Background: an optimization exercise with open tools, aiming at small area. Do not read the settings as production practice.
The RTL was checked by simulation tests, not by an equivalence proof against the original design.
Power figures rest on the tool's default switching activity, not on a simulated workload.

**flow/config.mk**
```make
export PLATFORM = sky130hd
export DESIGN_NAME = top
export DESIGN_NICKNAME = top
export VERILOG_FILES = /design/flow/design.v
export SDC_FILE = /design/flow/constraint.sdc
export NUM_CORES = 4
export LEC_CHECK = 0
export ABC_AREA = 1
export CAP_MARGIN = 20
export CORE_MARGIN = 2
export CORE_UTILIZATION = 55
export CTS_CLUSTER_DIAMETER = 150
export CTS_CLUSTER_SIZE = 28
export SLEW_MARGIN = 20
```
**flow/constraint.sdc**
```tcl
create_clock -name core_clock -period 15.4 [get_ports {osc_clk}]
set_input_delay 3.0800 -clock core_clock [delete_from_list [all_inputs] [get_ports {osc_clk}]]
set_output_delay 3.0800 -clock core_clock [all_outputs]
set_load 0.01 [all_outputs]
```
**flow/design.v**
```verilog
module nco_sig (
  input         clk,
  input         rst,
  input  [63:0] tune,
  output reg [10:0] Pobs    
);
  reg [63:0] g0;
  reg [31:0] E, H;
  reg        cE;
  wire [31:0] sE, sH;
  wire        coE, coH;
  rca #(32) al (.a(rst ? g0[31:0] : E), .b(tune[31:0]), .ci(1'b0), .s(sE), .co(coE));
  rca #(32) ah (.a(rst ? 32'd0 : H), .b(g0[63:32]), .ci(~rst & cE), .s(sH), .co(coH));
  always @(posedge clk) begin
    g0   <= tune;
    E    <= sE;
    cE   <= coE;
    H    <= sH;
    Pobs <= rst ? 11'd0 : {H[31:22], H[11]};
  end
endmodule
module SinCos (
  input        Clock,
  input  [9:0] Theta,
  output reg       sin_neg,
  output reg [8:0] sin_mag,
  output reg       cos_neg,
  output reg [8:0] cos_mag
);
  wire [1:0] quad = Theta[9:8];
  wire [7:0] addr = quad[0] ? ~Theta[7:0] : Theta[7:0];
  wire [8:0] sv, cv;
  reg  [8:0] lut_value;
  sc_tbl t (.a(addr), .s(sv), .c(cv));
  always @(posedge Clock) begin
    lut_value <= sv;
    sin_neg   <= quad[1];
    sin_mag   <= lut_value;
    cos_neg   <= quad[1] ^ quad[0];
    cos_mag   <= cv;
  end
endmodule
module sc_tbl (input [7:0] a, output [8:0] s, output [8:0] c);
  wire [6:0] x = a[7] ? ~a[6:0] : a[6:0];
  reg  [8:0] t1, t2;      
  always @* begin
    case (x)
      7'd0: begin t1 = 9'd0; t2 = 9'd510; end
      7'd1: begin t1 = 9'd3; t2 = 9'd510; end
      7'd2: begin t1 = 9'd6; t2 = 9'd510; end
      7'd3: begin t1 = 9'd9; t2 = 9'd510; end
      7'd4: begin t1 = 9'd12; t2 = 9'd510; end
      7'd5: begin t1 = 9'd15; t2 = 9'd510; end
      7'd6: begin t1 = 9'd18; t2 = 9'd510; end
      7'd7: begin t1 = 9'd21; t2 = 9'd510; end
      7'd8: begin t1 = 9'd25; t2 = 9'd510; end
      7'd9: begin t1 = 9'd28; t2 = 9'd510; end
      7'd10: begin t1 = 9'd31; t2 = 9'd509; end
      7'd11: begin t1 = 9'd34; t2 = 9'd509; end
      7'd12: begin t1 = 9'd37; t2 = 9'd509; end
      7'd13: begin t1 = 9'd40; t2 = 9'd509; end
      7'd14: begin t1 = 9'd43; t2 = 9'd508; end
      7'd15: begin t1 = 9'd46; t2 = 9'd508; end
      7'd16: begin t1 = 9'd50; t2 = 9'd508; end
      7'd17: begin t1 = 9'd53; t2 = 9'd507; end
      7'd18: begin t1 = 9'd56; t2 = 9'd507; end
      7'd19: begin t1 = 9'd59; t2 = 9'd507; end
      7'd20: begin t1 = 9'd62; t2 = 9'd506; end
      7'd21: begin t1 = 9'd65; t2 = 9'd506; end
      7'd22: begin t1 = 9'd68; t2 = 9'd505; end
      7'd23: begin t1 = 9'd71; t2 = 9'd505; end
      7'd24: begin t1 = 9'd74; t2 = 9'd504; end
      7'd25: begin t1 = 9'd78; t2 = 9'd504; end
      7'd26: begin t1 = 9'd81; t2 = 9'd504; end
      7'd27: begin t1 = 9'd84; t2 = 9'd503; end
      7'd28: begin t1 = 9'd87; t2 = 9'd502; end
      7'd29: begin t1 = 9'd90; t2 = 9'd502; end
      7'd30: begin t1 = 9'd93; t2 = 9'd501; end
      7'd31: begin t1 = 9'd96; t2 = 9'd501; end
      7'd32: begin t1 = 9'd99; t2 = 9'd500; end
      7'd33: begin t1 = 9'd102; t2 = 9'd499; end
      7'd34: begin t1 = 9'd105; t2 = 9'd499; end
      7'd35: begin t1 = 9'd108; t2 = 9'd498; end
      7'd36: begin t1 = 9'd111; t2 = 9'd497; end
      7'd37: begin t1 = 9'd115; t2 = 9'd497; end
      7'd38: begin t1 = 9'd118; t2 = 9'd496; end
      7'd39: begin t1 = 9'd121; t2 = 9'd495; end
      7'd40: begin t1 = 9'd124; t2 = 9'd494; end
      7'd41: begin t1 = 9'd127; t2 = 9'd494; end
      7'd42: begin t1 = 9'd130; t2 = 9'd493; end
      7'd43: begin t1 = 9'd133; t2 = 9'd492; end
      7'd44: begin t1 = 9'd136; t2 = 9'd491; end
      7'd45: begin t1 = 9'd139; t2 = 9'd490; end
      7'd46: begin t1 = 9'd142; t2 = 9'd489; end
      7'd47: begin t1 = 9'd145; t2 = 9'd488; end
      7'd48: begin t1 = 9'd148; t2 = 9'd488; end
      7'd49: begin t1 = 9'd151; t2 = 9'd487; end
      7'd50: begin t1 = 9'd154; t2 = 9'd486; end
      7'd51: begin t1 = 9'd157; t2 = 9'd485; end
      7'd52: begin t1 = 9'd160; t2 = 9'd484; end
      7'd53: begin t1 = 9'd163; t2 = 9'd483; end
      7'd54: begin t1 = 9'd166; t2 = 9'd482; end
      7'd55: begin t1 = 9'd169; t2 = 9'd481; end
      7'd56: begin t1 = 9'd172; t2 = 9'd480; end
      7'd57: begin t1 = 9'd175; t2 = 9'd478; end
      7'd58: begin t1 = 9'd178; t2 = 9'd477; end
      7'd59: begin t1 = 9'd180; t2 = 9'd476; end
      7'd60: begin t1 = 9'd183; t2 = 9'd475; end
      7'd61: begin t1 = 9'd186; t2 = 9'd474; end
      7'd62: begin t1 = 9'd189; t2 = 9'd473; end
      7'd63: begin t1 = 9'd192; t2 = 9'd472; end
      7'd64: begin t1 = 9'd195; t2 = 9'd470; end
      7'd65: begin t1 = 9'd198; t2 = 9'd469; end
      7'd66: begin t1 = 9'd201; t2 = 9'd468; end
      7'd67: begin t1 = 9'd204; t2 = 9'd467; end
      7'd68: begin t1 = 9'd207; t2 = 9'd465; end
      7'd69: begin t1 = 9'd209; t2 = 9'd464; end
      7'd70: begin t1 = 9'd212; t2 = 9'd463; end
      7'd71: begin t1 = 9'd215; t2 = 9'd461; end
      7'd72: begin t1 = 9'd218; t2 = 9'd460; end
      7'd73: begin t1 = 9'd221; t2 = 9'd459; end
      7'd74: begin t1 = 9'd224; t2 = 9'd457; end
      7'd75: begin t1 = 9'd226; t2 = 9'd456; end
      7'd76: begin t1 = 9'd229; t2 = 9'd455; end
      7'd77: begin t1 = 9'd232; t2 = 9'd453; end
      7'd78: begin t1 = 9'd235; t2 = 9'd452; end
      7'd79: begin t1 = 9'd238; t2 = 9'd450; end
      7'd80: begin t1 = 9'd240; t2 = 9'd449; end
      7'd81: begin t1 = 9'd243; t2 = 9'd447; end
      7'd82: begin t1 = 9'd246; t2 = 9'd446; end
      7'd83: begin t1 = 9'd249; t2 = 9'd444; end
      7'd84: begin t1 = 9'd251; t2 = 9'd443; end
      7'd85: begin t1 = 9'd254; t2 = 9'd441; end
      7'd86: begin t1 = 9'd257; t2 = 9'd439; end
      7'd87: begin t1 = 9'd260; t2 = 9'd438; end
      7'd88: begin t1 = 9'd262; t2 = 9'd436; end
      7'd89: begin t1 = 9'd265; t2 = 9'd435; end
      7'd90: begin t1 = 9'd268; t2 = 9'd433; end
      7'd91: begin t1 = 9'd270; t2 = 9'd431; end
      7'd92: begin t1 = 9'd273; t2 = 9'd430; end
      7'd93: begin t1 = 9'd276; t2 = 9'd428; end
      7'd94: begin t1 = 9'd278; t2 = 9'd426; end
      7'd95: begin t1 = 9'd281; t2 = 9'd424; end
      7'd96: begin t1 = 9'd283; t2 = 9'd423; end
      7'd97: begin t1 = 9'd286; t2 = 9'd421; end
      7'd98: begin t1 = 9'd289; t2 = 9'd419; end
      7'd99: begin t1 = 9'd291; t2 = 9'd417; end
      7'd100: begin t1 = 9'd294; t2 = 9'd415; end
      7'd101: begin t1 = 9'd296; t2 = 9'd414; end
      7'd102: begin t1 = 9'd299; t2 = 9'd412; end
      7'd103: begin t1 = 9'd301; t2 = 9'd410; end
      7'd104: begin t1 = 9'd304; t2 = 9'd408; end
      7'd105: begin t1 = 9'd306; t2 = 9'd406; end
      7'd106: begin t1 = 9'd309; t2 = 9'd404; end
      7'd107: begin t1 = 9'd311; t2 = 9'd402; end
      7'd108: begin t1 = 9'd314; t2 = 9'd400; end
      7'd109: begin t1 = 9'd316; t2 = 9'd398; end
      7'd110: begin t1 = 9'd319; t2 = 9'd396; end
      7'd111: begin t1 = 9'd321; t2 = 9'd395; end
      7'd112: begin t1 = 9'd324; t2 = 9'd393; end
      7'd113: begin t1 = 9'd326; t2 = 9'd391; end
      7'd114: begin t1 = 9'd328; t2 = 9'd388; end
      7'd115: begin t1 = 9'd331; t2 = 9'd386; end
      7'd116: begin t1 = 9'd333; t2 = 9'd384; end
      7'd117: begin t1 = 9'd336; t2 = 9'd382; end
      7'd118: begin t1 = 9'd338; t2 = 9'd380; end
      7'd119: begin t1 = 9'd340; t2 = 9'd378; end
      7'd120: begin t1 = 9'd343; t2 = 9'd376; end
      7'd121: begin t1 = 9'd345; t2 = 9'd374; end
      7'd122: begin t1 = 9'd347; t2 = 9'd372; end
      7'd123: begin t1 = 9'd350; t2 = 9'd370; end
      7'd124: begin t1 = 9'd352; t2 = 9'd367; end
      7'd125: begin t1 = 9'd354; t2 = 9'd365; end
      7'd126: begin t1 = 9'd356; t2 = 9'd363; end
      7'd127: begin t1 = 9'd359; t2 = 9'd361; end
      default: begin t1 = 9'd0; t2 = 9'd0; end
    endcase
  end
  assign s = a[7] ? t2 : t1;
  assign c = a[7] ? t1 : t2;
endmodule
module rca #(parameter N = 8) (
  input  [N-1:0] a,
  input  [N-1:0] b,
  input          ci,
  output [N-1:0] s,
  output         co
);
  wire [N:0] c;
  assign c[0] = ci;
  genvar i;
  generate
    for (i = 0; i < N; i = i + 1) begin : g
      assign s[i]   = a[i] ^ b[i] ^ c[i];
      assign c[i+1] = (a[i] & b[i]) | (a[i] & c[i]) | (b[i] & c[i]);
    end
  endgenerate
  assign co = c[N];
endmodule
module cic_ch (
  input        clk,
  input        sgn,       
  input  [8:0] mag,
  input  [2:0] dump,      
  input        plo,       
  input        phi,       
  input        pfirst,    
  input        alt,       
  output       c5         
);
  localparam W = 23;
  reg [W-1:0] d1 [0:2];
  reg [W-1:0] d2 [0:2];
  reg [W-1:0] d3 [0:2];
  reg [W-1:0] d4 [0:2];
  reg [W-1:0] e5 [0:2];
  reg [1:0] c1r, c2r, c3r, c4r, c5r;
  wire [W-1:0] xs [0:2];
  assign xs[0] = {{(W-10){1'b0}}, ~sgn, mag ^ {9{sgn}}};
  assign xs[1] = {W{1'b0}};
  assign xs[2] = {W{1'b0}};
  genvar s;
  generate
    for (s = 0; s < 3; s = s + 1) begin : seg
      wire ci1 = (s == 0) ? sgn  : c1r[(s==0)?0:s-1];
      wire ci2 = (s == 0) ? 1'b0 : c2r[(s==0)?0:s-1];
      wire ci3 = (s == 0) ? 1'b0 : c3r[(s==0)?0:s-1];
      wire ci4 = (s == 0) ? 1'b0 : c4r[(s==0)?0:s-1];
      wire ci5 = (s == 0) ? 1'b0 : c5r[(s==0)?0:s-1];
      wire [W-1:0] s1, s2, s3, s4, s5;
      wire co1, co2, co3, co4, co5;
      wire [W-1:0] e5in = dump[s] ? {W{1'b0}} : e5[s];
      rca #(W) a1 (.a(d1[s]), .b(xs[s]), .ci(ci1), .s(s1), .co(co1));
      rca #(W) a2 (.a(d2[s]), .b(d1[s]), .ci(ci2), .s(s2), .co(co2));
      rca #(W) a3 (.a(d3[s]), .b(d2[s]), .ci(ci3), .s(s3), .co(co3));
      rca #(W) a4 (.a(d4[s]), .b(d3[s]), .ci(ci4), .s(s4), .co(co4));
      rca #(W) a5 (.a(e5in),  .b(d4[s]), .ci(ci5), .s(s5), .co(co5));
      always @(posedge clk) begin
        d1[s] <= s1;
        d2[s] <= s2;
        d3[s] <= s3;
        d4[s] <= s4;
        e5[s] <= s5;
      end
      if (s < 2) begin : cr
        always @(posedge clk) begin
          c1r[s] <= co1;
          c2r[s] <= co2;
          c3r[s] <= co3;
          c4r[s] <= co4;
          c5r[s] <= co5;
        end
      end
    end
  endgenerate
  wire [68:0] e5w = {e5[2], e5[1], e5[0]};
  reg  [63:0] dt;
  reg  [4:0]  dth;
  genvar p;
  generate
    for (p = 0; p < 64; p = p + 1) begin : dtp
      localparam integer J0 = (p - 29 + 128) % 64;    
      localparam integer J1 = (p - 28 + 128) % 64;    
      localparam integer J2 = (p - 27 + 128) % 64;    
      wire ld0 = dump[0] && (J0 < 23);
      wire ld1 = dump[1] && (J1 >= 23) && (J1 < 46);
      wire ld2 = dump[2] && (J2 >= 46);
      always @(posedge clk)
        dt[p] <= ld0 ? e5w[J0] : ld1 ? e5w[J1] : ld2 ? e5w[J2] : dt[(p + 1) % 64];
    end
  endgenerate
  always @(posedge clk)
    if (dump[2])  dth <= e5w[68:64];
    else if (phi) dth <= {1'b0, dth[4:1]};
  wire c1 = plo ? (alt ? dt[32] : dt[0]) : dth[0];
  reg [63:0] p1, p2, p3, p4;
  reg [4:0]  h1, h2, h3, h4;
  reg b2, b3, b4, b5;
  wire q1 = plo ? (alt ? p1[32] : p1[0]) : h1[0];
  wire q2 = plo ? (alt ? p2[32] : p2[0]) : h2[0];
  wire q3 = plo ? (alt ? p3[32] : p3[0]) : h3[0];
  wire q4 = plo ? (alt ? p4[32] : p4[0]) : h4[0];
  wire w0 = plo & ~alt;     
  wire w1 = plo &  alt;     
  wire i2 = pfirst ? 1'b0 : b2;
  wire i3 = pfirst ? 1'b0 : b3;
  wire i4 = pfirst ? 1'b0 : b4;
  wire i5 = pfirst ? 1'b0 : b5;
  wire c2 = c1 ^ q1 ^ i2;
  wire c3 = c2 ^ q2 ^ i3;
  wire c4 = c3 ^ q3 ^ i4;
  assign c5 = c4 ^ q4 ^ i5;
  always @(posedge clk) begin
    b2 <= (~c1 & (q1 | i2)) | (q1 & i2);
    b3 <= (~c2 & (q2 | i3)) | (q2 & i3);
    b4 <= (~c3 & (q3 | i4)) | (q3 & i4);
    b5 <= (~c4 & (q4 | i5)) | (q4 & i5);
    p1 <= {w0 ? c1 : p1[0], p1[63:33], w1 ? c1 : p1[32], p1[31:1]};
    p2 <= {w0 ? c2 : p2[0], p2[63:33], w1 ? c2 : p2[32], p2[31:1]};
    p3 <= {w0 ? c3 : p3[0], p3[63:33], w1 ? c3 : p3[32], p3[31:1]};
    p4 <= {w0 ? c4 : p4[0], p4[63:33], w1 ? c4 : p4[32], p4[31:1]};
    if (phi) begin
      h1 <= {c1, h1[4:1]};
      h2 <= {c2, h2[4:1]};
      h3 <= {c3, h3[4:1]};
      h4 <= {c4, h4[4:1]};
    end
  end
endmodule
module Hilbert (
  input             clk,
  input             rst,
  input      [11:0] count,
  input             sI,       
  input             sQ,       
  output            wrI,      
  output            wrQ,      
  output            stI,      
  output            stQ,      
  output reg [31:0] accl,
  output reg [11:0] acch,
  output reg [31:0] Iout
);
  wire [4:0] b5   = count[4:0];
  wire       last = (b5 == 5'd31);
  wire       b0   = (b5 == 5'd0);
  wire       tick = (count == 12'd4000);
  reg [5:0] aI, aQ;
  always @(posedge clk) begin
    if (rst) begin
      aI <= 6'd0;
      aQ <= 6'd0;
    end else begin
      if (last)      aI <= (aI == 6'd0)  ? 6'd59 : aI - 6'd1;
      else if (tick) aI <= (aI == 6'd59) ? 6'd0  : aI + 6'd1;
      if (last)      aQ <= (aQ == 6'd0)  ? 6'd32 : aQ - 6'd1;
      else if (tick) aQ <= (aQ == 6'd32) ? 6'd0  : aQ + 6'd1;
    end
  end
  reg [11:0] cmag;
  reg        cneg;
  always @* begin
    cmag = 12'd0;
    case (aI)
      6'd0: cmag = 12'd8;
      6'd6: cmag = 12'd8;
      6'd8: cmag = 12'd10;
      6'd10: cmag = 12'd15;
      6'd12: cmag = 12'd23;
      6'd14: cmag = 12'd36;
      6'd16: cmag = 12'd55;
      6'd18: cmag = 12'd80;
      6'd20: cmag = 12'd114;
      6'd22: cmag = 12'd159;
      6'd24: cmag = 12'd223;
      6'd26: cmag = 12'd319;
      6'd28: cmag = 12'd482;
      6'd30: cmag = 12'd845;
      6'd32: cmag = 12'd2599;
      6'd34: cmag = 12'd2599;
      6'd36: cmag = 12'd845;
      6'd38: cmag = 12'd482;
      6'd40: cmag = 12'd319;
      6'd42: cmag = 12'd223;
      6'd44: cmag = 12'd159;
      6'd46: cmag = 12'd114;
      6'd48: cmag = 12'd80;
      6'd50: cmag = 12'd55;
      6'd52: cmag = 12'd36;
      6'd54: cmag = 12'd23;
      6'd56: cmag = 12'd15;
      6'd58: cmag = 12'd10;
      default: cmag = 12'd0;
    endcase
  end
  always @* begin
    cneg = 1'b0;
    case (aI)
      6'd6: cneg = 1'b1;
      6'd8: cneg = 1'b1;
      6'd10: cneg = 1'b1;
      6'd12: cneg = 1'b1;
      6'd14: cneg = 1'b1;
      6'd16: cneg = 1'b1;
      6'd18: cneg = 1'b1;
      6'd20: cneg = 1'b1;
      6'd22: cneg = 1'b1;
      6'd24: cneg = 1'b1;
      6'd26: cneg = 1'b1;
      6'd28: cneg = 1'b1;
      6'd30: cneg = 1'b1;
      6'd32: cneg = 1'b1;
      default: cneg = 1'b0;
    endcase
  end
  assign stI = (aI == 6'd2) && (b5 == 5'd27) && (count >= 12'd1019) && (count < 12'd2939);
  assign stQ = (aQ == 6'd2) && (b5 == 5'd27) && (count >= 12'd1019) && (count < 12'd2075);
  reg [1919:0] RI;
  wire bitI = RI[0];
  wire pass  = (count >= 12'd1056) && (count < 12'd2976);
  wire firstw = (count[11:5] == 7'd33);           
  assign wrI = pass && (aI == 6'd0);
  always @(posedge clk)
    RI <= {wrI ? sI : bitI, RI[1919:1]};
  wire        neg  = cneg ^ last;
  wire        xb   = pass & bitI;
  wire [13:0] opnd = {14{xb}} & ({2'b00, cmag} ^ {14{neg}});
  reg  [12:0] T;
  wire [13:0] tin  = b0 ? 14'd0 : {T[12], T};
  wire [13:0] tsum;
  wire        tco;
  rca #(14) at (.a(tin), .b(opnd), .ci(xb & neg), .s(tsum), .co(tco));
  reg  cy;
  wire ab  = firstw ? 1'b0 : accl[0];
  wire e   = tsum[0];
  wire ci  = b0 ? 1'b0 : cy;
  wire sb  = ab ^ e ^ ci;
  wire co  = (ab & e) | (ab & ci) | (e & ci);
  wire [11:0] hsum;
  wire        hco;
  wire hadd = b0 && (count >= 12'd1088) && (count <= 12'd2976);
  rca #(12) ah (.a((count == 12'd1088) ? 12'd0 : acch), .b(T[11:0]), .ci(cy),
                .s(hsum), .co(hco));
  always @(posedge clk) begin
    T    <= tsum[13:1];
    cy   <= co;
    accl <= {pass ? sb : accl[0], accl[31:1]};
    if (hadd) acch <= hsum;
  end
  reg [1055:0] RQ;
  wire bitQ = RQ[0];
  reg  qp;
  assign wrQ = qp && (aQ == 6'd0);
  always @(posedge clk) begin
    RQ   <= {wrQ ? sQ : bitQ, RQ[1055:1]};
    Iout <= {wrQ ? bitQ : Iout[0], Iout[31:1]};
    if (rst)                    qp <= 1'b0;
    else if (count == 12'd1055) qp <= 1'b1;
    else if (wrQ && last)       qp <= 1'b0;
  end
endmodule
module SPI_Master (
  input         osc_clk,
  input  [11:0] count,
  input  [31:0] rot,        
  input  [11:0] hi,         
  input         MISO,
  output        MOSI,
  output reg    led         
);
  parameter LO = 0;         
  wire       win = (count >= 12'd3) && (count <= 12'd514);
  wire [8:0] rem = 9'd2 - count[8:0];      
  wire [5:0] k   = {1'b0, rem[8:4]} + LO;  
  wire [4:0] pos = k[4:0] - count[4:0];
  assign MOSI = win & (k[5] ? hi[k[3:0]] : rot[pos]);
  reg m0;
  always @(posedge osc_clk) begin
    if (count == 12'd508) m0  <= MISO;
    if (count == 12'd521) led <= m0;
  end
endmodule
module SPI_Ctl (
  input  [11:0] count,
  output        SCK,
  output        SSEL
);
  wire [11:0] t = count - 12'd11;
  assign SSEL = !((count >= 12'd3) && (count <= 12'd521));
  assign SCK  = (count >= 12'd11) && (count <= 12'd514) && !t[3];
endmodule
module PWM (
  input         clk,
  input  [11:0] count,
  input  [31:0] a,
  input  [31:0] b,
  output reg    PWMOut
);
  wire [29:0] s;
  wire        co;
  rca #(30) ad (.a(a[29:0]), .b(b[29:0]), .ci(1'b0), .s(s), .co(co));
  reg [9:0] DataInReg;
  always @(posedge clk) begin
    if (count == 12'd1024) DataInReg <= {~s[29], s[28:20]};
    PWMOut <= !(count[9:0] > DataInReg);
  end
endmodule
module top
  (
	input osc_clk,
	input rst,
	input [63:0] tune,
	output [7:0] MYLED,
	output TX_NCO,
	input  RFIn,
	output RFOut,
	output MOSI_I,
	input MISO_I,
	output SCK_I,
	output SSEL_I,
	output MOSI_Q,
	input MISO_Q,
	output SCK_Q,
	output SSEL_Q,
	output PWMOut
	);
  reg [11:0] count;
  always @(posedge osc_clk)
    count <= rst ? 12'd0 : count + 12'd1;
  reg RFInR1, RFInR;
  always @(posedge osc_clk) begin
    RFInR1 <= RFIn;
    RFInR  <= RFInR1;
  end
  assign RFOut = RFInR1;
  wire [10:0] Pobs;
  nco_sig ncoGen (.clk(osc_clk), .rst(rst), .tune(tune), .Pobs(Pobs));
  wire sin_neg, cos_neg;
  wire [8:0] sin_mag, cos_mag;
  SinCos SinCos1 (.Clock(osc_clk), .Theta(Pobs[10:1]),
                  .sin_neg(sin_neg), .sin_mag(sin_mag),
                  .cos_neg(cos_neg), .cos_mag(cos_mag));
  assign TX_NCO = Pobs[0];
  assign MYLED[2] = sin_mag[4] ^ (sin_neg & (|sin_mag[3:0]));
  assign MYLED[1] = sin_neg & (|sin_mag);
  assign MYLED[7:6] = 2'b01;
  assign MYLED[3] = 1'b1;
  assign MYLED[0] = 1'b1;
  wire [2:0] dump = {count == 12'd4095, count == 12'd4094, count == 12'd4093};
  wire sI, sQ, wrI, wrQ, stI, stQ;
  wire ploI, phiI, pfI, altI, ploQ, phiQ, pfQ, altQ;
  comb_ctl ctlI (.clk(osc_clk), .rst(rst), .start(stI), .count5(count[5]),
                 .plo(ploI), .phi(phiI), .pfirst(pfI), .alt(altI));
  comb_ctl ctlQ (.clk(osc_clk), .rst(rst), .start(stQ), .count5(count[5]),
                 .plo(ploQ), .phi(phiQ), .pfirst(pfQ), .alt(altQ));
  cic_ch CIC_I (.clk(osc_clk), .sgn(RFInR ^ sin_neg), .mag(sin_mag), .dump(dump),
                .plo(ploI), .phi(phiI), .pfirst(pfI), .alt(altI), .c5(sI));
  cic_ch CIC_Q (.clk(osc_clk), .sgn(RFInR ^ cos_neg), .mag(cos_mag), .dump(dump),
                .plo(ploQ), .phi(phiQ), .pfirst(pfQ), .alt(altQ), .c5(sQ));
  wire [31:0] accl, Iout;
  wire [11:0] acch;
  Hilbert Hilbert (.clk(osc_clk), .rst(rst), .count(count), .sI(sI), .sQ(sQ),
                   .wrI(wrI), .wrQ(wrQ), .stI(stI), .stQ(stQ), .accl(accl), .acch(acch), .Iout(Iout));
  SPI_Master #(.LO(0)) SPI_Master_I (.osc_clk(osc_clk), .count(count), .rot(Iout),
                           .hi(12'd0), .MISO(MISO_I), .MOSI(MOSI_I), .led(MYLED[4]));
  SPI_Master #(.LO(12)) SPI_Master_Q (.osc_clk(osc_clk), .count(count), .rot(accl),
                           .hi(acch), .MISO(MISO_Q), .MOSI(MOSI_Q), .led(MYLED[5]));
  wire sck, ssel;
  SPI_Ctl spictl (.count(count), .SCK(sck), .SSEL(ssel));
  assign SCK_I = sck;
  assign SCK_Q = sck;
  assign SSEL_I = ssel;
  assign SSEL_Q = ssel;
  PWM PWM1 (.clk(osc_clk), .count(count), .a({acch, accl[31:12]}), .b(Iout),
            .PWMOut(PWMOut));
endmodule
module comb_ctl (
  input  clk,
  input  rst,
  input  start,
  input  count5,    
  output plo,
  output phi,
  output pfirst,
  output alt
);
  reg       act, alt_r;
  reg [6:0] k;
  wire      run = act | start;
  wire [6:0] kk = start ? 7'd0 : k;
  always @(posedge clk) begin
    if (rst)              act <= 1'b0;
    else if (start)       act <= 1'b1;
    else if (k == 7'd68)  act <= 1'b0;
    k <= kk + 7'd1;
    if (start) alt_r <= count5;
  end
  assign alt    = start ? count5 : alt_r;
  assign plo    = run && (kk < 7'd64);
  assign phi    = run && (kk >= 7'd64);
  assign pfirst = start;
endmodule
```
**flow/run.sh**
```bash
#!/bin/bash
# synth_recipe.tcl (not shown) runs the flow's synth.tcl, then flattens the netlist and writes it again
# the make line also repeats each setting of config.mk as NAME=value (left out here)
make -C /OpenROAD-flow-scripts/flow DESIGN_CONFIG=/design/flow/config.mk WORK_HOME=/design/flow/orfs CLKGATE_MAP_FILE= SYNTH_SCRIPT=/design/flow/synth_recipe.tcl finish
```
==> results.ini, run 1 <==
[timing]
finClkSkew_ns=0.0599
finalSetupViolCount=0
max_slew.worst_pin.slew_ns=0.949
hold_viol_final=0
timing.final.crit_period_ns=14.95
finalCritPeriodShare_pct=97.1
max-slew-margin-rel_pct=36.5
maxSlewViolCount=0
rsz0062_at_grt=false
fmax_mhz=66.9

[clocking]
clock_path_buffers=3
tritoncts=yes
cts.sinks=4715
cts_made_buffers=187
cts.repair.resized=0
cts_setup_buffers=0
clkSlewWorstSetupHoldPaths_ns=0.10
cts-root-buf=clkbuf_16
insertion_delay_ns=0.86
htreeDepth=4
cts_hold_buf=0

[critical_path]
cp.arrival_ns=15.68
crit_path_start_kind=input pin
crit_type=in2reg
cp_max_fo=8
endpoint_kind=flop
max_stage_delay_ns=0.44
crit_start=rst
crit_path_top_delay_cell=fa_1
cp_common_cell=fa_1
r2r-start=ncoGen.cE
cp.required_ns=16.13

[synth]
yosysMostFrequentCell=dfxtp_1
syn_avg_cell_area_sq_um=15.7
synth_fa_ha_area_share_pct=12.6
yosysWarningCount=20
netlist_instances=7721
ys_ff_latch=4715
synth.yosys.seq_area_share_pct=78.5
synth_top_family_by_area=adder cells
synthTopCellsByArea=dfxtp_1 (77%), fa_1 (11%), edfxtp_1 (1.9%)
ys.flop_type=dfxtp_1
synth_simple_gate_area_share_pct=3.21
synth_area_sq_um=121000
synth-edff-count=76
synth_top_area_share_pct=76.6
synth_xor_xnor_area_share_pct=0.770
synthMuxAreaShare_pct=1.21
synth_async_sr_flop_share_pct=0
synth_compound_area_share_pct=1.59
yosysTopAreaCell=dfxtp_1
synth_cell_types=59
synth_commonest_cells=dfxtp_1 (4639), fa_1 (660), nand2_1 (591)

[layout]
postLayoutCellArea_sq_um=131000
fillCellCount=16800
multi_input_area_sq_um=23600
fin_nets=8816
drive_gt1_share_pct=5.47
final_cell_count_no_fill=10800
area_growth_pct=7.77
ff_latch_area_sq_um=95200

[drt]
ant_nets=0
wirelength_microns=145000
vias=48000
drtPass1Iterations=7
drt_iter0_markers=2146
viasPerCell=4.43
drc=0
wl_per_cell_microns=13.4

[job]
drv_cap=0

[worst_hold_path]
worstHoldStart=Hilbert.RQ[1015]
min_path_type=reg2reg

[power]
cellLeakagePower_nw=56.1
p_sw_mw=5.78
internal_power_mw=16.4
ir_drop_mv=0.124
power_density_nw_per_um2=170
swShare_pct=26.0
combPwrFrac_pct=14.6
seqPwrFrac_pct=59.8
pwr-share-clk_pct=25.6

[global_route]
grt_usage_pct=13.7
grt_pass1_wl_microns=254000
grt_pass1_vias=49300
grt_overflow_total=0
antenna_found_initial=15
grt_start_max_net_pins=62

[run_status]
status=timing/DRC/antenna clean

[floorplanning]
placeableCoreArea_sq_um=220000
initial_utilization_pct=55.2
dieWidth_microns=474
die_area_sq_um=224000
die_h_microns=474
rows=172
io-pin-count=86

[placed_design]
placed_area_sq_um=125000
hpwl_microns=90600
dp.cells=10600
gp_congestion=0.787
io_buffer_count=81

[power groups by stage]
stage / clock network (mW) / registers, mW / logic (mW)
6_report: 5.68 / 13.3 / 3.23
3_3_place_gp: 0 / 13.6 / 3.22
3_5_place_dp: 0 / 13.6 / 3.33
4_1_cts: 5.93 / 13.3 / 3.35
2_1_floorplan: 0 / 13.5 / 2.42
5_1_grt: 6.36 / 13.4 / 3.91
[final timing paths]
check / cells after the start / to / slack (ns)
setup / recovery: 36 / ncoGen.H[31] / 0.45
hold / removal: 0 / Hilbert.RQ[1014] / 0.29
setup reg to reg: 36 / ncoGen.H[31] / 2.49
hold reg to reg: 0 / Hilbert.RQ[1014] / 0.29
[worst max-delay path: cells and delay by family]
kind	cells	cell delay, ns
xor+xnor	2	0.28
fa+ha+maj	31	11.91
buf+inv	2	0.32
simple gates	1	0.07
[metrics by stage]
| stage | util (%) | power (mW) | setup WS (ns) | TNS (ns) | hold slack (ns) |
|---|---|---|---|---|---|
| finish | 59.5 | 22.2 | 0.454 | 0 | 0.286 |
| global route | 59.5 | 23.7 | 0.109 | 0 | 0.280 |
| CTS | 59.5 | 22.6 | 0.465 | 0 | 0.273 |
| detailed placement | 57.2 | 16.9 | -0.479 | -1.45 | 0.312 |
| global placement | 57.2 | 16.8 | -0.263 | -0.609 | 0.310 |
| floorplan | - | 15.9 | -0.0295 | -0.0295 | 0.310 |
[sequential cells by signal (all words and copies together), names as in the netlist, 69 cells and up]
| register | flops |
|---|---|
| CIC_Q.d2 | 69 |
| CIC_Q.e5 | 69 |
| CIC_I.e5 | 69 |
| Hilbert.RI | 1920 |
| CIC_Q.d3 | 69 |
| CIC_Q.d4 | 69 |
| CIC_I.d1 | 69 |
| Hilbert.RQ | 1056 |
| CIC_I.d4 | 69 |
| CIC_Q.d1 | 69 |
| CIC_I.d3 | 69 |
| CIC_I.d2 | 69 |
[area by class of cell]
class,instances,share of cell area (%)
sequential,4715,72.8
antenna,2,0.00383
timing repair buffer,111,0.791
inverter,570,1.64
tap,2871,2.75
multi-input combinational,2338,18.0
clock inverter,16,0.309
clock buffer,202,3.64
[layout by cell type, fill, tap and decap left out, types with 31 or more instances in the layout]
cell type	Yosys	final
dfxtp_1	4639	4639
nor2_1	192	192
buf_4	12	31
nand2_1	591	590
ha_1	164	164
clkbuf_16	0	188
xor2_1	56	56
fa_1	660	643
o21ai_0	120	119
nand3_1	82	80
inv_1	554	553
mux2_2	129	129
xnor2_1	40	40
clkdlybuf4s50_1	0	80
edfxtp_1	76	76
a21oi_1	88	88
[cell families (layout without fill, tap and decap cells)]
| logic type | count (synthesis) | after routing |
|---|---|---|
| DFF | 4715 | 4715 |
| buffers and inverters | 670 | 899 |
| muxes | 131 | 131 |
| other | 2 | 6 |
| adders and majority gates | 824 | 824 |
| and+or+nand+nor | 950 | 950 |
| AOI/OAI and AO/OA | 328 | 328 |
| xor gates and xnor gates | 101 | 101 |
[layer usage]
layer  vias to the layer above  wire length, microns  track usage (%)
met5                         -                     0                0
met4                         0                  3430             3.65
met3                       238                  5410             2.54
met2                       502                 59800             19.4
met1                     23200                 76400             21.5
li1                      24100                     -                -
==> run 2: changes to the inputs <==
--- a/flow/config.mk
+++ b/flow/config.mk
@@ -8,7 +8,7 @@
 export ABC_AREA = 1
 export CAP_MARGIN = 20
 export CORE_MARGIN = 2
-export CORE_UTILIZATION = 55
-export CTS_CLUSTER_DIAMETER = 150
-export CTS_CLUSTER_SIZE = 28
+export CORE_UTILIZATION = 65
+export CTS_CLUSTER_DIAMETER = 200
+export CTS_CLUSTER_SIZE = 30
 export SLEW_MARGIN = 20
==> results.ini, run 2 <==
[run_status]
status=timing/DRC/antenna clean

[drt]
drc=0  ; unchanged
drtPass1Iterations=8  ; +1
drt_iter0_markers=2402  ; +12%
vias=48000  ; -0.056%
ant_nets=0  ; unchanged
wirelength_microns=149000  ; +2.8%
wl_per_cell_microns=14.3  ; +6.7%
viasPerCell=4.60  ; +3.8%

[global_route]
gr-usage-met3_pct=2.78  ; +0.25 points
grt_usage_pct=16.6  ; +2.9 points
antenna_found_initial=3  ; -12
grt_start_max_net_pins=59  ; -4.8%
grt_pass1_vias=50300  ; +2.1%
busiest_layer=met2
grt_pass1_wl_microns=259000  ; +1.9%
use_met2_pct=25.3  ; +5.9 points
use_met1_pct=25.2  ; +3.7 points
grt_overflow_total=0  ; unchanged

[layout]
drive_gt1_share_pct=5.30  ; -0.17 points
final_util_pct=70.0  ; +10 points
regMostFlops=Hilbert.RI
layout_common_cells=dfxtp_1 (4639), fa_1 (643), nand2_1 (590), inv_1 (553), nor2_1 (192)
final_common_cell=dfxtp_1
fin_nets=8804  ; -0.14%
largest_reg_flops=1920  ; unchanged
largest_registers=Hilbert.RI: 1920 flops, Hilbert.RQ: 1056 flops
area_growth_pct=7.08
postLayoutCellArea_sq_um=130000  ; -0.64%

[timing]
fmax_mhz=66.8  ; -0.14%
finalSetupViolCount=0  ; unchanged
max_slew.worst_pin.slew_ns=0.927  ; -0.0224 ns
maxSlewViolCount=0  ; unchanged
max-slew-margin-rel_pct=38.0  ; +1.5 points
finClkSkew_ns=0.0403  ; -0.0196 ns
hold_viol_final=0  ; unchanged
rsz0062_at_grt=false
finalCritPeriodShare_pct=97.2  ; +0.13 points
timing.final.crit_period_ns=14.97  ; +0.0205 ns

[critical_path]
r2r-start=ncoGen.cE
crit_buf_inv=3  ; +1
max_stage_delay_ns=0.42  ; -0.02 ns
cp_common_cell=fa_1
crit_start=tune[0]
crit_type=in2reg
endpoint_kind=flop
crit_path_start_kind=input pin
crit_family=adder cells
cp_max_fo=2  ; -6
crit_path_top_delay_cell=clkdlybuf4s50_1
cp.required_ns=16.22  ; +0.09 ns
cp.arrival_ns=15.79  ; +0.11 ns

[power]
ir_drop_mv=0.149  ; +20%
combPwrFrac_pct=14.7  ; about the same
internal_power_mw=16.3  ; -0.77%
swShare_pct=26.1  ; about the same
p_sw_mw=5.74  ; -0.68%
cellLeakagePower_nw=55.9  ; -0.29%
power_density_nw_per_um2=170  ; -0.11%
p_total_mw=22.0  ; -0.75%
seqPwrFrac_pct=60.3  ; +0.5 points
pwr-share-clk_pct=25.0  ; -0.6 points

[floorplanning]
initial_utilization_pct=65.4  ; +10 points
rows=158  ; -8.1%
placeableCoreArea_sq_um=185000  ; -16%
io-pin-count=86  ; unchanged
dieWidth_microns=436  ; -7.9%
die_area_sq_um=190000  ; -15%
die_h_microns=436  ; -7.9%

[synth]
ys.flop_type=dfxtp_1
synth-edff-count=76  ; unchanged
synth_async_sr_flop_share_pct=0  ; unchanged
ys_ff_latch=4715  ; unchanged
netlist_instances=7721  ; unchanged
synthTopCellsByArea=dfxtp_1 (77%), fa_1 (11%), edfxtp_1 (1.9%)
yosysMostFrequentCell=dfxtp_1
synth_area_sq_um=121000  ; unchanged
yosysTopAreaCell=dfxtp_1
syn_avg_cell_area_sq_um=15.7  ; unchanged
synth_commonest_cells=dfxtp_1 (4639), fa_1 (660), nand2_1 (591)
synth_top_area_share_pct=76.6  ; unchanged
synth.yosys.seq_area_share_pct=78.5  ; unchanged
synth_cell_types=59  ; unchanged
yosysWarningCount=20  ; unchanged

[clocking]
cts_setup_buffers=0  ; unchanged
clkSlewWorstSetupHoldPaths_ns=0.11  ; about the same
cts.repair.resized=0  ; unchanged
cts_made_buffers=175  ; -6.4%
clock_path_buffers=3  ; unchanged
insertion_delay_ns=0.86  ; about the same
cts-root-buf=clkbuf_16
cts.sinks=4715  ; unchanged
cts_hold_buf=0  ; unchanged
htreeDepth=4  ; unchanged
tritoncts=yes

[worst_hold_path]
min_path_type=reg2reg
worstHoldStart=Hilbert.RI[1908]

[placed_design]
hpwl_microns=91900  ; +1.5%
gp_congestion=0.813  ; +3.2%
io_buffer_count=81  ; unchanged
placed_area_sq_um=125000  ; -0.39%

[job]
drv_cap=0  ; unchanged

-- run 2: logic make-up (layout without fill, tap and decap cells) --
family	Yosys count	count (layout)	share of synthesized area, %
multiplexers	131	131	1.21
buffers and inverters	670	887	2.14
flip-flops	4715	4715	78.5
adder cells (fa/ha/maj)	824	824	12.6
other	2	6	0.00619
AND/OR/NAND/NOR	950	950	3.21
AO/OA/AOI/OAI	328	328	1.59
XOR/XNOR	101	101	0.770
-- run 2: worst reg2reg max path: cells and delay by family (launching register included) --
family / cells / cell delay [ns]
fa+ha+maj: 31 / 11.86
flops: 1 / 0.33
xor+xnor: 2 / 0.29
simple gates: 1 / 0.04
buf+inv: 2 / 0.24
-- run 2: metal layers --
metal  routed length [microns]  part of all wire (%)
met2                     66500                    45
met5                         0                     0
met3                      4590                   3.1
met1                     75100                    50
met4                      2860                   1.9
-- run 2: final timing paths --
path / slack, ns / end / depth (start not counted)
worst min-delay path: 0.30 / Hilbert.RI[1907] / 0
worst min register to register: 0.30 / Hilbert.RI[1907] / 0
worst max-delay path: 0.43 / ncoGen.E[31] / 35
worst max register to register: 2.49 / ncoGen.H[31] / 36
-- run 2: final cells by class --
type | count | area, sq um
fillers | 12400 | 55600
clock inverters | 14 | 333
repair buffers | 111 | 1030
well taps | 2480 | 3100
flip-flops and latches | 4715 | 95200
clock buffers | 192 | 4490
inverters | 570 | 2140
multi-input cells | 2338 | 23600
diodes | 2 | 5.00
-- run 2: power groups by stage --
stage | Sequential (mW) | Clock [mW] | Combinational [mW]
6_report | 13.3 | 5.51 | 3.24
5_1_grt | 13.4 | 6.10 | 3.89
4_1_cts | 13.3 | 5.70 | 3.35
3_5_place_dp | 13.6 | 0 | 3.33
3_3_place_gp | 13.6 | 0 | 3.17
2_1_floorplan | 13.5 | 0 | 2.42
-- run 2: stage by stage --
stage                     hold WS, ns  setup TNS [ns]  cells  setup slack [ns]
after CTS                       0.295               0  10400             0.483
after detailed placement        0.312           -1.26  10200            -0.409
after floorplan                 0.310         -0.0295   7723           -0.0295
final                           0.301               0  10400             0.433
after global placement          0.309          -0.516  10200            -0.242
after global routing            0.302               0  10400            0.0878
==> run 3: changes to the inputs <==
--- a/flow/config.mk
+++ b/flow/config.mk
@@ -8,7 +8,7 @@
 export ABC_AREA = 1
 export CAP_MARGIN = 20
 export CORE_MARGIN = 2
-export CORE_UTILIZATION = 65
-export CTS_CLUSTER_DIAMETER = 200
-export CTS_CLUSTER_SIZE = 30
+export CORE_UTILIZATION = 40
+export CTS_CLUSTER_DIAMETER = 100
+export CTS_CLUSTER_SIZE = 24
 export SLEW_MARGIN = 20
==> results.ini, run 3 <==
[run_status]
status=timing/DRC/antenna clean

[clocking]
cts_hold_buf=0  ; unchanged
cts_setup_buffers=0  ; unchanged
cts-root-buf=clkbuf_16
htreeDepth=4  ; unchanged
clock_path_buffers=4  ; +1
cts.sinks=4715  ; unchanged
clkSlewWorstSetupHoldPaths_ns=0.09  ; -0.02 ns
tritoncts=yes
cts.repair.resized=0  ; unchanged
insertion_delay_ns=0.92  ; +0.06 ns
cts_made_buffers=224  ; +28%

[synth]
synth_async_sr_flop_share_pct=0  ; unchanged
synth.yosys.seq_area_share_pct=78.5  ; unchanged
synth_top_area_share_pct=76.6  ; unchanged
synthTopCellsByArea=dfxtp_1 (77%), fa_1 (11%), edfxtp_1 (1.9%)
syn_avg_cell_area_sq_um=15.7  ; unchanged
synth_cell_types=59  ; unchanged
ys.flop_type=dfxtp_1
netlist_instances=7721  ; unchanged
synth_area_sq_um=121000  ; unchanged
synth_commonest_cells=dfxtp_1 (4639), fa_1 (660), nand2_1 (591)
ys_ff_latch=4715  ; unchanged
yosysMostFrequentCell=dfxtp_1
synth-edff-count=76  ; unchanged
yosysTopAreaCell=dfxtp_1
yosysWarningCount=20  ; unchanged

[drt]
vias=48400  ; +0.99%
wirelength_microns=151000  ; +1.1%
viasPerCell=4.05  ; -12%
wl_per_cell_microns=12.6  ; -12%
drtPass1Iterations=7  ; -1
ant_nets=0  ; unchanged
drt_iter0_markers=2353  ; -2.0%
drc=0  ; unchanged

[layout]
regMostFlops=Hilbert.RI
fin_nets=8851  ; +0.53%
fillCellCount=26600  ; +120%
postLayoutCellArea_sq_um=133000  ; +2.4%
multi_input_area_sq_um=23600  ; unchanged
final_cell_count_no_fill=12000  ; +15%
drive_gt1_share_pct=5.98  ; +0.68 points
area_growth_pct=9.69
final_common_cell=dfxtp_1
largest_registers=Hilbert.RI: 1920 flops, Hilbert.RQ: 1056 flops
layout_common_cells=dfxtp_1 (4639), fa_1 (643), nand2_1 (590), inv_1 (553), clkbuf_16 (225)
ff_latch_area_sq_um=95200  ; unchanged
final_util_pct=44.0  ; -26 points
largest_reg_flops=1920  ; unchanged

[timing]
timing.hold.ws_ns=0.242  ; -0.0588 ns
layout_setup_ws_ns=0.431  ; -0.00247 ns
finalSetupViolCount=0  ; unchanged
rsz0062_at_grt=false
finalCritPeriodShare_pct=97.2  ; about the same
finClkSkew_ns=0.108  ; +0.0672 ns
max_slew.worst_pin.slew_ns=1.05  ; +0.123 ns
maxSlewViolCount=0  ; unchanged
max-slew-margin-rel_pct=29.8  ; -8.2 points
final.setup.tns_ns=0  ; unchanged
timing.final.crit_period_ns=14.97  ; +0.00247 ns
hold_viol_final=0  ; unchanged
fmax_mhz=66.8  ; about the same

[critical_path]
crit_path_top_delay_cell=fa_1
crit_type=in2reg
cp_common_cell=fa_1
ff2ff_setup_slack_ns=2.56  ; +0.07 ns
cp_max_fo=2  ; unchanged
cp.arrival_ns=15.82  ; +0.03 ns
reg2reg_depth=36  ; unchanged
r2r-start=ncoGen.H[0]
cp.required_ns=16.25  ; +0.03 ns
endpoint_kind=flop
crit_start=tune[0]
max_stage_delay_ns=0.43  ; about the same
crit_path_start_kind=input pin
reg2reg_to=ncoGen.H[31]

[global_route]
grt_pass1_vias=51000  ; +1.4%
use_met2_pct=15.1  ; -10 points
use_met1_pct=15.0  ; -10 points
grt_overflow_total=0  ; unchanged
antenna_found_initial=13  ; +10
grt_pass1_wl_microns=263000  ; +1.6%
busiest_layer=met2
grt_usage_pct=10.2  ; -6.4 points
grt_start_max_net_pins=54  ; -8.5%
gr-usage-met3_pct=1.74  ; -1.0 points

[worst_hold_path]
whs_path_depth=0  ; unchanged
min_to=Hilbert.RQ[410]
worstHoldStart=Hilbert.RQ[411]
min_path_type=reg2reg

[floorplanning]
rows=202  ; +28%
dieWidth_microns=555  ; +27%
die_area_sq_um=308000  ; +62%
die_h_microns=555  ; +27%
placeableCoreArea_sq_um=302000  ; +63%
initial_utilization_pct=40.1  ; -25 points
io-pin-count=86  ; unchanged

[placed_design]
hpwl_microns=93400  ; +1.6%
dp.cells=11700  ; +15%
place_ws_ns=-0.472  ; -0.0634 ns
io_buffer_count=81  ; unchanged
gp_congestion=0.777  ; -4.4%
placed_area_sq_um=127000  ; +1.5%

[power]
p_total_mw=22.8  ; +3.3%
cellLeakagePower_nw=56.6  ; +1.1%
power_density_nw_per_um2=171  ; +0.87%
ir_drop_mv=0.138  ; -7.5%

[job]
drv_cap=0  ; unchanged

[run 3: cell families (layout without fill, tap and decap cells)]
group | Yosys count | after routing | synth area share [%]
flops | 4715 | 4715 | 78.5
other cells | 2 | 5 | 0.00619
simple gates | 950 | 950 | 3.21
buf+inv | 670 | 941 | 2.14
fa+ha+maj | 824 | 824 | 12.6
xor+xnor | 101 | 101 | 0.770
compound gates | 328 | 328 | 1.59
mux | 131 | 131 | 1.21
[run 3: worst max path at each step]
stage                               to  slack (ns)  cells after the start
after floorplan           ncoGen.H[31]       -0.03                     37
after global placement    ncoGen.E[31]       -0.38                     35
after detailed placement  ncoGen.E[31]       -0.47                     35
after CTS                 ncoGen.E[31]        0.50                     35
after global routing      ncoGen.E[31]        0.14                     35
final                     ncoGen.E[31]        0.43                     35
[run 3: area by class of cell]
class / count / share of cell area, %
Clock inverter: 25 / 0.335
Tap cell: 3978 / 3.74
Timing Repair Buffer: 109 / 0.766
Multi-Input combinational cell: 2338 / 17.7
Inverter: 570 / 1.61
Antenna cell: 1 / 0.00188
Sequential cell: 4715 / 71.5
Clock buffer: 237 / 4.27
[run 3: critical path, delay by kind of cell]
kind / cells / cell delay (ns)
buffers and inverters: 3 / 0.56
adders and majority gates: 32 / 12.17
[run 3: report_power, final]
part	total, mW	leakage [nW]	internal (mW)	switching (mW)
sequential	13.3	38.2	12.9	0.387
combinational	3.23	15.3	1.27	1.96
clock	6.26	2.98	2.68	3.57
total	22.8	56.6	16.8	5.92
[run 3: layer usage]
layer | share of wire (%) | vias to the layer above
met5 | 0.010 | -
li1 | - | 24200
met2 | 42 | 594
met3 | 3.7 | 342
met4 | 3.4 | 2
met1 | 51 | 23300
==> run 4: changes to the inputs <==
--- a/flow/design.v
+++ b/flow/design.v
@@ -337,62 +337,50 @@
       else if (tick) aQ <= (aQ == 6'd32) ? 6'd0  : aQ + 6'd1;
     end
   end
-  reg [11:0] cmag;
-  reg        cneg;
-  always @* begin
-    cmag = 12'd0;
-    case (aI)
-      6'd0: cmag = 12'd8;
-      6'd6: cmag = 12'd8;
-      6'd8: cmag = 12'd10;
-      6'd10: cmag = 12'd15;
-      6'd12: cmag = 12'd23;
-      6'd14: cmag = 12'd36;
-      6'd16: cmag = 12'd55;
-      6'd18: cmag = 12'd80;
-      6'd20: cmag = 12'd114;
-      6'd22: cmag = 12'd159;
-      6'd24: cmag = 12'd223;
-      6'd26: cmag = 12'd319;
-      6'd28: cmag = 12'd482;
-      6'd30: cmag = 12'd845;
-      6'd32: cmag = 12'd2599;
-      6'd34: cmag = 12'd2599;
-      6'd36: cmag = 12'd845;
-      6'd38: cmag = 12'd482;
-      6'd40: cmag = 12'd319;
-      6'd42: cmag = 12'd223;
-      6'd44: cmag = 12'd159;
-      6'd46: cmag = 12'd114;
-      6'd48: cmag = 12'd80;
-      6'd50: cmag = 12'd55;
-      6'd52: cmag = 12'd36;
-      6'd54: cmag = 12'd23;
-      6'd56: cmag = 12'd15;
-      6'd58: cmag = 12'd10;
-      default: cmag = 12'd0;
-    endcase
-  end
-  always @* begin
-    cneg = 1'b0;
-    case (aI)
-      6'd6: cneg = 1'b1;
-      6'd8: cneg = 1'b1;
-      6'd10: cneg = 1'b1;
-      6'd12: cneg = 1'b1;
-      6'd14: cneg = 1'b1;
-      6'd16: cneg = 1'b1;
-      6'd18: cneg = 1'b1;
-      6'd20: cneg = 1'b1;
-      6'd22: cneg = 1'b1;
-      6'd24: cneg = 1'b1;
-      6'd26: cneg = 1'b1;
-      6'd28: cneg = 1'b1;
-      6'd30: cneg = 1'b1;
-      6'd32: cneg = 1'b1;
-      default: cneg = 1'b0;
-    endcase
-  end
+  wire [11:0] cmag =
+    ({12{aI == 6'd0}} & 12'd8) |
+    ({12{aI == 6'd6}} & 12'd8) |
+    ({12{aI == 6'd8}} & 12'd10) |
+    ({12{aI == 6'd10}} & 12'd15) |
+    ({12{aI == 6'd12}} & 12'd23) |
+    ({12{aI == 6'd14}} & 12'd36) |
+    ({12{aI == 6'd16}} & 12'd55) |
+    ({12{aI == 6'd18}} & 12'd80) |
+    ({12{aI == 6'd20}} & 12'd114) |
+    ({12{aI == 6'd22}} & 12'd159) |
+    ({12{aI == 6'd24}} & 12'd223) |
+    ({12{aI == 6'd26}} & 12'd319) |
+    ({12{aI == 6'd28}} & 12'd482) |
+    ({12{aI == 6'd30}} & 12'd845) |
+    ({12{aI == 6'd32}} & 12'd2599) |
+    ({12{aI == 6'd34}} & 12'd2599) |
+    ({12{aI == 6'd36}} & 12'd845) |
+    ({12{aI == 6'd38}} & 12'd482) |
+    ({12{aI == 6'd40}} & 12'd319) |
+    ({12{aI == 6'd42}} & 12'd223) |
+    ({12{aI == 6'd44}} & 12'd159) |
+    ({12{aI == 6'd46}} & 12'd114) |
+    ({12{aI == 6'd48}} & 12'd80) |
+    ({12{aI == 6'd50}} & 12'd55) |
+    ({12{aI == 6'd52}} & 12'd36) |
+    ({12{aI == 6'd54}} & 12'd23) |
+    ({12{aI == 6'd56}} & 12'd15) |
+    ({12{aI == 6'd58}} & 12'd10);
+  wire cneg =
+    (aI == 6'd6) |
+    (aI == 6'd8) |
+    (aI == 6'd10) |
+    (aI == 6'd12) |
+    (aI == 6'd14) |
+    (aI == 6'd16) |
+    (aI == 6'd18) |
+    (aI == 6'd20) |
+    (aI == 6'd22) |
+    (aI == 6'd24) |
+    (aI == 6'd26) |
+    (aI == 6'd28) |
+    (aI == 6'd30) |
+    (aI == 6'd32);
   assign stI = (aI == 6'd2) && (b5 == 5'd27) && (count >= 12'd1019) && (count < 12'd2939);
   assign stQ = (aQ == 6'd2) && (b5 == 5'd27) && (count >= 12'd1019) && (count < 12'd2075);
   reg [1919:0] RI;
@@ -449,11 +437,20 @@
   output reg    led         
 );
   parameter LO = 0;         
-  wire       win = (count >= 12'd3) && (count <= 12'd514);
-  wire [8:0] rem = 9'd2 - count[8:0];      
-  wire [5:0] k   = {1'b0, rem[8:4]} + LO;  
-  wire [4:0] pos = k[4:0] - count[4:0];
-  assign MOSI = win & (k[5] ? hi[k[3:0]] : rot[pos]);
+  wire        win = (count >= 12'd3) && (count <= 12'd514);
+  wire [11:0] r   = 12'd514 - count;
+  wire [4:0]  idx = r[8:4];                  
+  wire [7:0]  w   = r[11:4];                 
+  wire [4:0]  i   = w[4:0] - 5'd1;
+  wire [5:0]  j   = {1'b0, i} + LO;          
+  wire [4:0]  d   = j[4:0] - count[4:0];
+  wire        cat = (w >= 8'd1) && (w <= 8'd32) && !j[5] && (count[3:0] == j[3:0]);
+  wire        tap = d[4] ? rot[16] : rot[0];
+  reg  [1:0]  m;
+  always @(posedge osc_clk)
+    if (cat) m[i[0]] <= tap;
+  wire [5:0]  k   = {1'b0, idx} + LO;
+  assign MOSI = win & (k[5] ? hi[k[3:0]] : m[idx[0]]);
   reg m0;
   always @(posedge osc_clk) begin
     if (count == 12'd508) m0  <= MISO;
@@ -529,9 +526,9 @@
   wire [2:0] dump = {count == 12'd4095, count == 12'd4094, count == 12'd4093};
   wire sI, sQ, wrI, wrQ, stI, stQ;
   wire ploI, phiI, pfI, altI, ploQ, phiQ, pfQ, altQ;
-  comb_ctl ctlI (.clk(osc_clk), .rst(rst), .start(stI), .count5(count[5]),
+  comb_ctl ctlI (.clk(osc_clk), .rst(rst), .start(stI), .cnt(count[5:0]),
                  .plo(ploI), .phi(phiI), .pfirst(pfI), .alt(altI));
-  comb_ctl ctlQ (.clk(osc_clk), .rst(rst), .start(stQ), .count5(count[5]),
+  comb_ctl ctlQ (.clk(osc_clk), .rst(rst), .start(stQ), .cnt(count[5:0]),
                  .plo(ploQ), .phi(phiQ), .pfirst(pfQ), .alt(altQ));
   cic_ch CIC_I (.clk(osc_clk), .sgn(RFInR ^ sin_neg), .mag(sin_mag), .dump(dump),
                 .plo(ploI), .phi(phiI), .pfirst(pfI), .alt(altI), .c5(sI));
@@ -555,28 +552,29 @@
             .PWMOut(PWMOut));
 endmodule
 module comb_ctl (
-  input  clk,
-  input  rst,
-  input  start,
-  input  count5,    
-  output plo,
-  output phi,
-  output pfirst,
-  output alt
+  input        clk,
+  input        rst,
+  input        start,
+  input  [5:0] cnt,     
+  output       plo,
+  output       phi,
+  output       pfirst,
+  output       alt
 );
   reg       act, alt_r;
-  reg [6:0] k;
+  reg [1:0] blk;
   wire      run = act | start;
-  wire [6:0] kk = start ? 7'd0 : k;
+  wire [1:0] b  = start ? 2'd0 : blk;
   always @(posedge clk) begin
-    if (rst)              act <= 1'b0;
-    else if (start)       act <= 1'b1;
-    else if (k == 7'd68)  act <= 1'b0;
-    k <= kk + 7'd1;
-    if (start) alt_r <= count5;
-  end
-  assign alt    = start ? count5 : alt_r;
-  assign plo    = run && (kk < 7'd64);
-  assign phi    = run && (kk >= 7'd64);
+    if (rst)                                     act <= 1'b0;
+    else if (start)                              act <= 1'b1;
+    else if (blk == 2'd2 && cnt[4:0] == 5'd31)   act <= 1'b0;
+    if (start)                    blk <= 2'd0;
+    else if (cnt[4:0] == 5'd26)   blk <= blk + 2'd1;
+    if (start) alt_r <= cnt[5];
+  end
+  assign alt    = start ? cnt[5] : alt_r;
+  assign plo    = run && (b != 2'd2);
+  assign phi    = run && (b == 2'd2);
   assign pfirst = start;
 endmodule
--- a/flow/config.mk
+++ b/flow/config.mk
@@ -8,7 +8,7 @@
 export ABC_AREA = 1
 export CAP_MARGIN = 20
 export CORE_MARGIN = 2
-export CORE_UTILIZATION = 40
-export CTS_CLUSTER_DIAMETER = 100
-export CTS_CLUSTER_SIZE = 24
+export CORE_UTILIZATION = 62
+export CTS_CLUSTER_DIAMETER = 120
+export CTS_CLUSTER_SIZE = 28
 export SLEW_MARGIN = 20
==> results.ini, run 4 <==
[layout]
area_growth_pct=7.27
antenna_cells=0  ; -1
layout_common_cells=dfxtp_1 (4617), fa_1 (644), inv_1 (561), nand2_1 (542)
largest_registers=Hilbert.RI: 1920 flops, Hilbert.RQ: 1056 flops
regMostFlops=Hilbert.RI
multi_input_area_sq_um=23100  ; -2.0%
fin_nets=8689  ; -1.8%
largest_reg_flops=1920  ; unchanged
final_common_cell=dfxtp_1
ff_latch_area_sq_um=94800  ; -0.34%
drive_gt1_share_pct=5.37  ; -0.61 points
fillCellCount=13500  ; -49%

[placed_design]
gp_congestion=0.807  ; +4.0%
hpwl_microns=88600  ; -5.2%
io_buffer_count=81  ; unchanged
place_ws_ns=-0.495  ; -0.0230 ns

[critical_path]
crit_path_top_delay_cell=fa_1
max_stage_delay_ns=0.48  ; +0.05 ns
cp.required_ns=16.16  ; -0.09 ns
cp_max_fo=6  ; +4
cp_common_cell=fa_1
crit_type=in2reg
cp.arrival_ns=15.79  ; -0.03 ns
crit_path_start_kind=input pin
endpoint_kind=flop

[synth]
syn_avg_cell_area_sq_um=15.9  ; +1.1%
synthTopCellsByArea=dfxtp_1 (77%), fa_1 (11%), edfxtp_1 (2.0%)
ys.flop_type=dfxtp_1
synth_commonest_cells=dfxtp_1 (4617), fa_1 (659), inv_1 (561)
synth-edff-count=80  ; +5.3%
synth_top_area_share_pct=76.7  ; +0.10 points
synth.yosys.seq_area_share_pct=78.7  ; +0.21 points
yosysTopAreaCell=dfxtp_1
synth_cell_types=62  ; +5.1%
ys_ff_latch=4697  ; -0.38%
yosysWarningCount=20  ; unchanged
synth_async_sr_flop_share_pct=0  ; unchanged
netlist_instances=7592  ; -1.7%
synth_area_sq_um=121000  ; -0.60%
yosysMostFrequentCell=dfxtp_1

[timing]
final.setup.tns_ns=0  ; unchanged
max_slew.worst_pin.slew_ns=1.10  ; +0.0506 ns
finalCritPeriodShare_pct=97.6  ; +0.44 points
hold_viol_final=0  ; unchanged
finClkSkew_ns=0.0443  ; -0.0632 ns
fmax_mhz=66.5  ; -0.45%
maxSlewViolCount=0  ; unchanged
rsz0062_at_grt=false
timing.final.crit_period_ns=15.04  ; +0.0684 ns
timing.hold.ws_ns=0.315  ; +0.0729 ns
max-slew-margin-rel_pct=26.2  ; -3.6 points
finalSetupViolCount=0  ; unchanged
layout_setup_ws_ns=0.362  ; -0.0684 ns

[drt]
wl_per_cell_microns=13.6  ; +8.4%
drtPass1Iterations=5  ; -2
vias=46800  ; -3.4%
ant_nets=0  ; unchanged
drt_iter0_markers=2104  ; -11%
wirelength_microns=141000  ; -6.3%
drc=0  ; unchanged
viasPerCell=4.52  ; +12%

[clocking]
clock_path_buffers=3  ; -1
clkSlewWorstSetupHoldPaths_ns=0.10  ; about the same
cts_setup_buffers=0  ; unchanged
htreeDepth=4  ; unchanged
insertion_delay_ns=0.85  ; -0.07 ns
cts.sinks=4697  ; -0.38%
cts.repair.resized=0  ; unchanged
cts_hold_buf=0  ; unchanged
cts-root-buf=clkbuf_16
tritoncts=yes
cts_made_buffers=185  ; -17%

[power]
ir_drop_mv=0.141  ; +2.0%
cellLeakagePower_nw=55.9  ; -1.2%
p_total_mw=22.0  ; -3.2%
power_density_nw_per_um2=171  ; -0.39%

[global_route]
busiest_layer=met1
antenna_found_initial=4  ; -9
grt_usage_pct=15.1  ; +4.9 points
grt_pass1_vias=48300  ; -5.4%
grt_pass1_wl_microns=246000  ; -6.5%
use_met2_pct=21.9  ; +6.8 points
gr-usage-met3_pct=2.61  ; +0.87 points
grt_overflow_total=0  ; unchanged
grt_start_max_net_pins=95  ; +76%
use_met1_pct=23.6  ; +8.5 points

[floorplanning]
initial_utilization_pct=62.5  ; +22 points
io-pin-count=86  ; unchanged
rows=161  ; -20%
dieWidth_microns=445  ; -20%
die_area_sq_um=198000  ; -36%
placeableCoreArea_sq_um=193000  ; -36%
die_h_microns=445  ; -20%

[run_status]
status=timing/DRC/antenna clean

[worst_hold_path]
min_path_type=reg2reg

[job]
drv_cap=0  ; unchanged

## run 4: cells by family after synthesis
logic type / count (synthesis) / share of synthesized area (%)
AO/OA/AOI/OAI: 267 / 1.33
flip-flops: 4697 / 78.7
XOR/XNOR: 96 / 0.785
multiplexers: 130 / 1.21
buffers and inverters: 666 / 2.17
AND/OR/NAND/NOR: 907 / 3.11
other: 2 / 0.00623
adder cells (fa/ha/maj): 827 / 12.7
## run 4: power breakdown
group          switching (mW)  total (mW)  internal, mW  leakage [nW]
clock network            3.34        5.58          2.25          2.45
logic                    1.96        3.23          1.28          15.3
registers               0.373        13.2          12.9          38.1
## run 4: final timing paths
kind | from | cells after the start | slack [ns] | to
min reg2reg | Hilbert.RI[1777] | 0 | 0.32 | Hilbert.RI[1776]
max | rst | 35 | 0.36 | ncoGen.H[31]
min | Hilbert.RI[1777] | 0 | 0.32 | Hilbert.RI[1776]
max reg2reg | ncoGen.cE | 35 | 2.41 | ncoGen.H[31]
## run 4: final cells by class
type,instances,share of cell area (%)
tap,2526,2.44
clock buffer,204,3.70
multi-input combinational,2231,17.9
timing repair buffer,99,0.739
inverter,579,1.69
clock inverter,11,0.191
sequential,4697,73.4
## run 4: metrics by stage
stage | instance area [sq um] | std cells | util [%]
finish | 129000 | 10300 | 67.1
global route | 129000 | 10300 | 67.1
CTS | 129000 | 10300 | 67.1
detailed placement | 124000 | 10100 | 64.4
global placement | 124000 | 10100 | 64.4
floorplan | 121000 | 7594 | -
## run 4: critical path, delay by kind of cell
| kind | cells | cell delay (ns) |
|---|---|---|
| xor+xnor | 2 | 0.35 |
| fa+ha+maj | 31 | 12.11 |
| buf+inv | 1 | 0.14 |
| simple gates | 1 | 0.07 |
## run 4: routing by layer
metal	vias to the layer above	part of all wire (%)
met4	2	2.4
met5	-	0.0078
met2	460	42
met3	239	3.4
li1	23600	-
met1	22500	52

==> separate check: timing with driven ports <==
The flow's constraints put no driver on any port. The routed layouts listed below were extracted and timed again, unchanged, in two steps.
Step 1 assumes that a clkbuf_16 drives the clock port and a buf_2 every other input.
Step 2 adds t to the input delays and takes it off the output delays; t is the mean of the earliest and latest rising clock arrival at the registers after step 1. Input paths then give back, and output paths get back, about the clock's delay inside the block.
Three values: ideal ports, drivers, drivers and shift; two values: the first two.
run | t (ns) | setup slack, ns | worst hold slack (ns) | clock arrival spread, ns | worst slew at a driven data input, ns
run 1 | 0.910 | 0.454 / 0.506 / -0.404 | 0.286 / 0.286 / 0.286 | 0.065 / 0.064 | 0.18
run 2 | 0.935 | 0.433 / 0.488 / -0.447 | 0.301 / 0.301 / 0.301 | 0.058 / 0.059 | 0.09
run 3 | 0.953 | 0.431 / 0.493 / -0.459 | 0.242 / 0.242 / 0.242 | 0.168 / 0.167 | 0.18
run 4 | 0.908 | 0.362 / 0.414 / -0.494 | 0.315 / 0.315 / 0.315 | 0.049 / 0.050 | 0.06
Met with ideal ports but missed after step 2: setup timing in every run listed. For run 3, which loses most, drivers alone change the setup slack by +0.062 ns; drivers and shift together by -0.890 ns.
